Source: an optimization exercise on an open RTL-to-GDS flow (aim: small area and a short achievable clock period). Production flows keep margins and buffers that such runs may drop. RTL that was checked went through simulation tests only; none was proved equivalent to the original. Power and IR drop assume default switching activity.

==> flow/design.v <==
module PCPU (
	input wire clock,
	input wire [15:0] d_datain,
	input wire enable,
	input wire [15:0] i_datain,
	input wire reset,
	input wire start,
	output wire [15:0] d_addr,
	output wire [15:0] d_dataout,
	output wire d_we,
	output wire [7:0] i_addr,
	output wire [15:0] regi0,
	output wire [15:0] regi1,
	output wire [15:0] regi2,
	output wire [15:0] regi3,
	output wire [15:0] regi4,
	output wire [15:0] regi5,
	output wire [15:0] regi6,
	output wire [15:0] regi7,
	output wire [2:0] wb_addr
);
localparam [4:0] OP_LOAD = 5'b00010, OP_STORE = 5'b00011, OP_MOVI = 5'b00100,
                 OP_SHR  = 5'b00101, OP_CAL   = 5'b00110, OP_CAR  = 5'b00111,
                 OP_ADD  = 5'b01000, OP_ADDI  = 5'b01001, OP_ADDC = 5'b10001,
                 OP_SUB  = 5'b10010, OP_SUBI  = 5'b10011, OP_SUBC = 5'b10100,
                 OP_CMP  = 5'b01100, OP_AND   = 5'b01101, OP_OR   = 5'b01110,
                 OP_XOR  = 5'b01111, OP_JUMP  = 5'b11000, OP_HALT = 5'b00001;
reg        run;                  
reg [7:0]  pc;
reg [4:0]  id_op;
reg [2:0]  id_rd;
reg [7:0]  id_lo;                
reg [7:0]  id_sA, id_sB;         
reg [4:0]  ex_op;
reg [2:0]  ex_rd;
reg        ex_sub;               
reg        ex_ci_c, ex_ci_n, ex_ci_1;  
reg [15:0] reg_A, reg_B, smdr;
reg [3:0]  ex_sh;                
reg        mem_wr, mem_load, mem_fs, mem_halt;
reg [2:0]  mem_rd;
reg        dw, jump;
reg [15:0] reg_C, smdr1;
reg        zf, sf, cf;
reg        wb_wr, wb_halt;
reg [2:0]  wb_rd;
reg [15:0] reg_C1;
reg [15:0] gr [0:7];
assign i_addr    = pc;
assign d_addr    = reg_C;
assign d_dataout = smdr1;
assign d_we      = dw;
assign wb_addr   = wb_rd;
assign regi0 = gr[0];
assign regi1 = gr[1];
assign regi2 = gr[2];
assign regi3 = gr[3];
assign regi4 = gr[4];
assign regi5 = gr[5];
assign regi6 = gr[6];
assign regi7 = gr[7];
wire wb_we = run & wb_wr;
wire [15:0] grn [0:7];           
genvar gi;
generate
	for (gi = 0; gi < 8; gi = gi + 1) begin : g_rf
		assign grn[gi] = (wb_we && wb_rd == gi) ? reg_C1 : gr[gi];
		always @(posedge clock or negedge reset)
			if (!reset) gr[gi] <= 16'd0;
			else        gr[gi] <= grn[gi];
	end
endgenerate
wire [15:0] c1n = mem_load ? d_datain : reg_C;
wire ex_wr = (ex_op == OP_MOVI) || (ex_op == OP_SHR) || (ex_op == OP_CAL) ||
             (ex_op == OP_CAR)  || (ex_op == OP_ADD) || (ex_op == OP_ADDI) ||
             (ex_op == OP_ADDC) || (ex_op == OP_SUB) || (ex_op == OP_SUBI) ||
             (ex_op == OP_SUBC) || (ex_op == OP_AND) || (ex_op == OP_OR) ||
             (ex_op == OP_XOR);
wire ex_fs = (ex_op == OP_ADD)  || (ex_op == OP_ADDI) || (ex_op == OP_ADDC) ||
             (ex_op == OP_SUB)  || (ex_op == OP_SUBI) || (ex_op == OP_SUBC) ||
             (ex_op == OP_CMP);
wire ex_load  = ex_op == OP_LOAD;
wire ex_store = ex_op == OP_STORE;
wire ex_halt  = ex_op == OP_HALT;
wire ex_br    = (ex_op[4:3] == 2'b11) && (ex_op[2:1] != 2'b00);
wire        cin = (ex_ci_c & cf) | (ex_ci_n & ~cf) | ex_ci_1;
wire [15:0] bop = reg_B;
wire [15:0] bx  = bop;                  
wire [17:0] sum18 = {1'b0, reg_A, 1'b1} + {1'b0, bx, cin};
wire [15:0] sum = sum18[16:1];
wire        cout = sum18[17];
wire        is_cal = ex_op == OP_CAL;
wire        fill   = (ex_op == OP_CAR) & reg_A[15];
wire [3:0]  r  = ex_sh;
wire [15:0] q1 = r[0] ? {reg_A[14:0], reg_A[15]}  : reg_A;
wire [15:0] q2 = r[1] ? {q1[13:0], q1[15:14]}     : q1;
wire [15:0] q3 = r[2] ? {q2[11:0], q2[15:12]}     : q2;
wire [15:0] q4 = r[3] ? {q3[7:0],  q3[15:8]}      : q3;
reg  [15:0] keep;
integer ki;
always @(*)
	for (ki = 0; ki < 16; ki = ki + 1)
		keep[ki] = is_cal ? (ki >= r) : ((r == 4'd0) || (ki < r));
wire [15:0] sh = (q4 & keep) | ({16{fill}} & ~keep);
reg [3:0] lut;
always @(*) begin
	case (ex_op)
		OP_AND:  lut = 4'b1000;
		OP_OR:   lut = 4'b1110;
		OP_XOR:  lut = 4'b0110;
		default: lut = 4'b1010;         
	endcase
end
wire ex_shift = (ex_op == OP_SHR) || (ex_op == OP_CAL) || (ex_op == OP_CAR);
wire ex_logic = (ex_op == OP_AND) || (ex_op == OP_OR) || (ex_op == OP_XOR) || (ex_op == OP_MOVI);
wire [15:0] lg;
genvar bi;
generate
	for (bi = 0; bi < 16; bi = bi + 1) begin : g_lut
		assign lg[bi] = lut[{reg_A[bi], bop[bi]}];
	end
endgenerate
wire ex_arith = ~(ex_logic | ex_shift);
wire [15:0] alu_ns = ex_logic ? lg : sh;        
wire [15:0] alu = ex_arith ? sum : alu_ns;
wire id_rdA = (id_op[4:3] == 2'b11 && id_op[2:1] != 2'b00) ||
              (id_op == OP_ADDI) || (id_op == OP_SUBI) || (id_op == OP_MOVI);
wire id_store = id_op == OP_STORE;
wire id_imm4 = (id_op == OP_LOAD) || (id_op == OP_STORE) || (id_op == OP_MOVI) ||
               (id_op == OP_SHR)  || (id_op == OP_CAL)   || (id_op == OP_CAR);
wire id_imm8 = (id_op[4:3] == 2'b11 && id_op[2:1] != 2'b00) ||
               (id_op == OP_ADDI) || (id_op == OP_SUBI);
wire id_jump = id_op == OP_JUMP;
wire id_rsh  = (id_op == OP_SHR) || (id_op == OP_CAR);
wire [4:0] f_op = i_datain[15:11];
wire f_rdA = (f_op[4:3] == 2'b11 && f_op[2:1] != 2'b00) ||
             (f_op == OP_ADDI) || (f_op == OP_SUBI) || (f_op == OP_MOVI);
wire f_store = f_op == OP_STORE;
wire fA_ex  = ex_wr  && id_sA[ex_rd];
wire fA_mem = mem_wr && id_sA[mem_rd];
wire fB_ex  = ex_wr  && id_sB[ex_rd];
wire fB_mem = mem_wr && id_sB[mem_rd];
reg [15:0] rfA, rfB;
integer ri;
always @(*) begin
	rfA = 16'd0; rfB = 16'd0;
	for (ri = 0; ri < 8; ri = ri + 1) begin
		rfA = rfA | ({16{id_sA[ri]}} & gr[ri]);
		rfB = rfB | ({16{id_sB[ri]}} & gr[ri]);
	end
end
wire [15:0] rA = (fA_ex & ex_arith) ? sum : fA_ex ? alu_ns : fA_mem ? c1n : (wb_we & id_sA[wb_rd]) ? reg_C1 : rfA;
wire [15:0] rB = (fB_ex & ex_arith) ? sum : fB_ex ? alu_ns : fB_mem ? c1n : (wb_we & id_sB[wb_rd]) ? reg_C1 : rfB;
wire id_sub  = (id_op == OP_SUB) || (id_op == OP_SUBI) || (id_op == OP_SUBC) || (id_op == OP_CMP);
wire id_usec = (id_op == OP_ADDC) || (id_op == OP_SUBC);
wire [4:0] i_op = i_datain[15:11];
wire id_load = id_op == OP_LOAD;
wire f_c1 = i_op[4:2] == 3'b001;                                    
wire f_c2 = (i_op == OP_ADD) || (i_op == OP_ADDC) || (i_op == OP_SUB) || (i_op == OP_SUBC) ||
            (i_op == OP_CMP) || (i_op == OP_AND)  || (i_op == OP_OR)  || (i_op == OP_XOR);
wire f_c3 = (i_op == OP_ADDI) || (i_op == OP_SUBI) || (i_op == OP_MOVI);  
wire hz = ((f_c1 | f_c2) & (id_rd == i_datain[6:4])) |
          (f_c2 & (id_rd == i_datain[2:0])) |
          (f_c3 & (id_rd == i_datain[10:8]));
wire kill    = jump | id_jump;                  
wire ld_live = id_load & ~jump;                 
wire f_bub   = kill | (ld_live & hz);           
wire pc_hold = ~run | (ld_live & hz);
wire [7:0] pc_new = jump ? reg_C[7:0] : id_jump ? id_lo : pc + 8'd1;
wire zf_now = mem_fs ? (reg_C == 16'd0) : zf;
reg  cond;
always @(*) begin
	case (ex_op[2:1])
		2'b01:   cond = zf_now;
		2'b10:   cond = sf;
		default: cond = cf;
	endcase
end
always @(posedge clock or negedge reset) begin
	if (!reset) begin
		run <= 1'b1;
		pc <= 8'd0;
		id_op <= 5'd0; id_rd <= 3'd0;
		ex_op <= 5'd0; ex_rd <= 3'd0;
		mem_wr <= 1'b0; mem_load <= 1'b0; mem_fs <= 1'b0; mem_halt <= 1'b0;
		mem_rd <= 3'd0; dw <= 1'b0; jump <= 1'b0;
		zf <= 1'b0; sf <= 1'b0; cf <= 1'b0;
		wb_wr <= 1'b0; wb_halt <= 1'b0; wb_rd <= 3'd0;
	end else begin
		run <= run & ~wb_halt;
		if (!pc_hold) pc <= pc_new;
		if (f_bub) begin
			id_op <= 5'd0; id_rd <= 3'd0;
		end else begin
			id_op <= i_datain[15:11]; id_rd <= i_datain[10:8];
		end
		if (jump || id_jump) begin
			ex_op <= 5'd0; ex_rd <= 3'd0;
		end else begin
			ex_op <= id_op; ex_rd <= id_rd;
		end
		if (jump) begin
			mem_wr <= 1'b0; mem_load <= 1'b0; mem_fs <= 1'b0; mem_halt <= 1'b0;
			mem_rd <= 3'd0;
		end else begin
			mem_wr <= ex_wr | ex_load; mem_load <= ex_load; mem_fs <= ex_fs;
			mem_halt <= ex_halt; mem_rd <= ex_rd;
		end
		if (run) dw <= ex_store & ~jump;
		jump <= ~jump & ex_br & (cond ^ ex_op[0]);
		zf <= zf_now;
		if (ex_fs && !jump) begin
			sf <= alu[15];
			cf <= cout ^ ex_sub;
		end
		wb_wr <= mem_wr; wb_halt <= mem_halt;
		if (run) wb_rd <= mem_rd;
	end
end
always @(posedge clock) begin
	id_lo <= i_datain[7:0];
	id_sA <= 8'd1 << (f_rdA ? i_datain[10:8] : i_datain[6:4]);
	id_sB <= 8'd1 << (f_store ? i_datain[10:8] : i_datain[2:0]);
	reg_A <= rA;
	ex_sh <= id_rsh ? 4'd0 - id_lo[3:0] : id_lo[3:0];
	reg_B <= (id_imm4 ? {12'd0, id_lo[3:0]} : id_imm8 ? {8'd0, id_lo} : rB) ^ {16{id_sub}};
	smdr  <= rB;
	ex_sub  <= id_sub;
	ex_ci_c <= id_usec & ~id_sub;
	ex_ci_n <= id_usec & id_sub;
	ex_ci_1 <= id_sub & ~id_usec;
	if (run) begin
		reg_C <= alu;
		smdr1 <= smdr;
	end
	reg_C1 <= c1n;
end
endmodule
clock: 6.0 ns
lec_check: 0
cap_margin: 20
core_margin: 2
core_utilization: 50
place_density: 0.75
setup_slack_margin: 3.4
slew_margin: 20
standard.sh (not shown) runs the stock make flow with config.mk's settings and CLKGATE_MAP_FILE= SYNTH_SCRIPT=/design/flow/synth_recipe.tcl, a recipe that flattens the netlist after the stock synthesis.
==> flow/flow/run.sh <==
#!/bin/bash
# Standard layout (the standard.sh) with two changes: the port buffers use
# the smallest buffer cell, and the clock tree is built with larger sink
# clusters and no dummy loads. Each tool's output is in standard.log and in
# orfs/logs/.
set -euo pipefail
export BUFFER_PORTS_ARGS="-buffer_cell sky130_fd_sc_hd__buf_1"
export CTS_ARGS="-sink_clustering_enable -repair_clock_nets -dont_use_dummy_load -sink_clustering_size 25 -sink_clustering_max_diameter 80"
bash standard.sh > standard.log 2>&1
The first run finished with timing, DRC and antenna clean.
Edit:
--- a/flow/design.v
+++ b/flow/design.v
@@ -34,11 +34,11 @@
 reg [4:0]  ex_op;
 reg [2:0]  ex_rd;
 reg        ex_sub;               
 reg        ex_ci_c, ex_ci_n, ex_ci_1;  
 reg [15:0] reg_A, reg_B, smdr;
-reg [3:0]  ex_sh;                
+reg [3:0]  ex_r1, ex_r4;         
 reg        mem_wr, mem_load, mem_fs, mem_halt;
 reg [2:0]  mem_rd;
 reg        dw, jump;
 reg [15:0] reg_C, smdr1;
 reg        zf, sf, cf;
@@ -89,15 +89,15 @@
 wire [17:0] sum18 = {1'b0, reg_A, 1'b1} + {1'b0, bx, cin};
 wire [15:0] sum = sum18[16:1];
 wire        cout = sum18[17];
 wire        is_cal = ex_op == OP_CAL;
 wire        fill   = (ex_op == OP_CAR) & reg_A[15];
-wire [3:0]  r  = ex_sh;
-wire [15:0] q1 = r[0] ? {reg_A[14:0], reg_A[15]}  : reg_A;
-wire [15:0] q2 = r[1] ? {q1[13:0], q1[15:14]}     : q1;
-wire [15:0] q3 = r[2] ? {q2[11:0], q2[15:12]}     : q2;
-wire [15:0] q4 = r[3] ? {q3[7:0],  q3[15:8]}      : q3;
+wire [3:0]  r  = {ex_r4[2] | ex_r4[3], ex_r4[1] | ex_r4[3], ex_r1[2] | ex_r1[3], ex_r1[1] | ex_r1[3]};
+wire [15:0] q1 = ({16{ex_r1[0]}} & reg_A) | ({16{ex_r1[1]}} & {reg_A[14:0], reg_A[15]}) |
+                 ({16{ex_r1[2]}} & {reg_A[13:0], reg_A[15:14]}) | ({16{ex_r1[3]}} & {reg_A[12:0], reg_A[15:13]});
+wire [15:0] q4 = ({16{ex_r4[0]}} & q1) | ({16{ex_r4[1]}} & {q1[11:0], q1[15:12]}) |
+                 ({16{ex_r4[2]}} & {q1[7:0], q1[15:8]}) | ({16{ex_r4[3]}} & {q1[3:0], q1[15:4]});
 reg  [15:0] keep;
 integer ki;
 always @(*)
 	for (ki = 0; ki < 16; ki = ki + 1)
 		keep[ki] = is_cal ? (ki >= r) : ((r == 4'd0) || (ki < r));
@@ -130,10 +130,11 @@
                (id_op == OP_SHR)  || (id_op == OP_CAL)   || (id_op == OP_CAR);
 wire id_imm8 = (id_op[4:3] == 2'b11 && id_op[2:1] != 2'b00) ||
                (id_op == OP_ADDI) || (id_op == OP_SUBI);
 wire id_jump = id_op == OP_JUMP;
 wire id_rsh  = (id_op == OP_SHR) || (id_op == OP_CAR);
+wire [3:0] id_ramt = id_rsh ? 4'd0 - id_lo[3:0] : id_lo[3:0];
 wire [4:0] f_op = i_datain[15:11];
 wire f_rdA = (f_op[4:3] == 2'b11 && f_op[2:1] != 2'b00) ||
              (f_op == OP_ADDI) || (f_op == OP_SUBI) || (f_op == OP_MOVI);
 wire f_store = f_op == OP_STORE;
 wire fA_ex  = ex_wr  && id_sA[ex_rd];
@@ -220,11 +221,12 @@
 always @(posedge clock) begin
 	id_lo <= i_datain[7:0];
 	id_sA <= 8'd1 << (f_rdA ? i_datain[10:8] : i_datain[6:4]);
 	id_sB <= 8'd1 << (f_store ? i_datain[10:8] : i_datain[2:0]);
 	reg_A <= rA;
-	ex_sh <= id_rsh ? 4'd0 - id_lo[3:0] : id_lo[3:0];
+	ex_r1 <= 4'd1 << id_ramt[1:0];
+	ex_r4 <= 4'd1 << id_ramt[3:2];
 	reg_B <= (id_imm4 ? {12'd0, id_lo[3:0]} : id_imm8 ? {8'd0, id_lo} : rB) ^ {16{id_sub}};
 	smdr  <= rB;
 	ex_sub  <= id_sub;
 	ex_ci_c <= id_usec & ~id_sub;
 	ex_ci_n <= id_usec & id_sub;
Result:
- critical path depth is higher by 2
- utilization is lower by 0.53 points
- design area is higher by 1.7%
- via count is higher by 4.7%
- cell count is higher by 6.5%
- setup slack gets worse by 0.044 ns
- routed wire length is higher by 2.9%
- clock-buffer cell count is lower by 1
- flip-flop and latch count is higher by 4
- power is lower by 4.9%
- first-iteration DRC count is higher by 6.7%
- die area is higher by 1.8%
- hold slack hardly moves
- fmax is lower by 1.6%
The RTL of the second run of this note was laid out without a check of its function.

[re-timing with driven ports]
Ports are ideal in the flow. The routed layouts listed here were re-timed in OpenROAD. Step 1 sets driving cells, clkbuf_16 on the clock port and buf_2 on the other inputs (assumed; they add their load-dependent delay and slew). Step 2 times the ports against the registers' clock, not the clock port: input delays grow and output delays shrink by t, the midpoint of the rising clock arrivals with the driver on. a / b / c = ideal ports / drivers / drivers and shift; a / b = the first two.
run | t (ns) | slack for setup (ns) | worst setup path at the end
the first run | 0.538 | 3.315 / 3.315 / 2.990 | input to register
the second run | 0.552 | 3.271 / 3.271 / 2.978 | input to register
After both steps setup and hold are still met in every run listed. For the first run, which loses most, drivers alone change the setup slack by 0.000 ns; drivers and shift together by -0.325 ns.
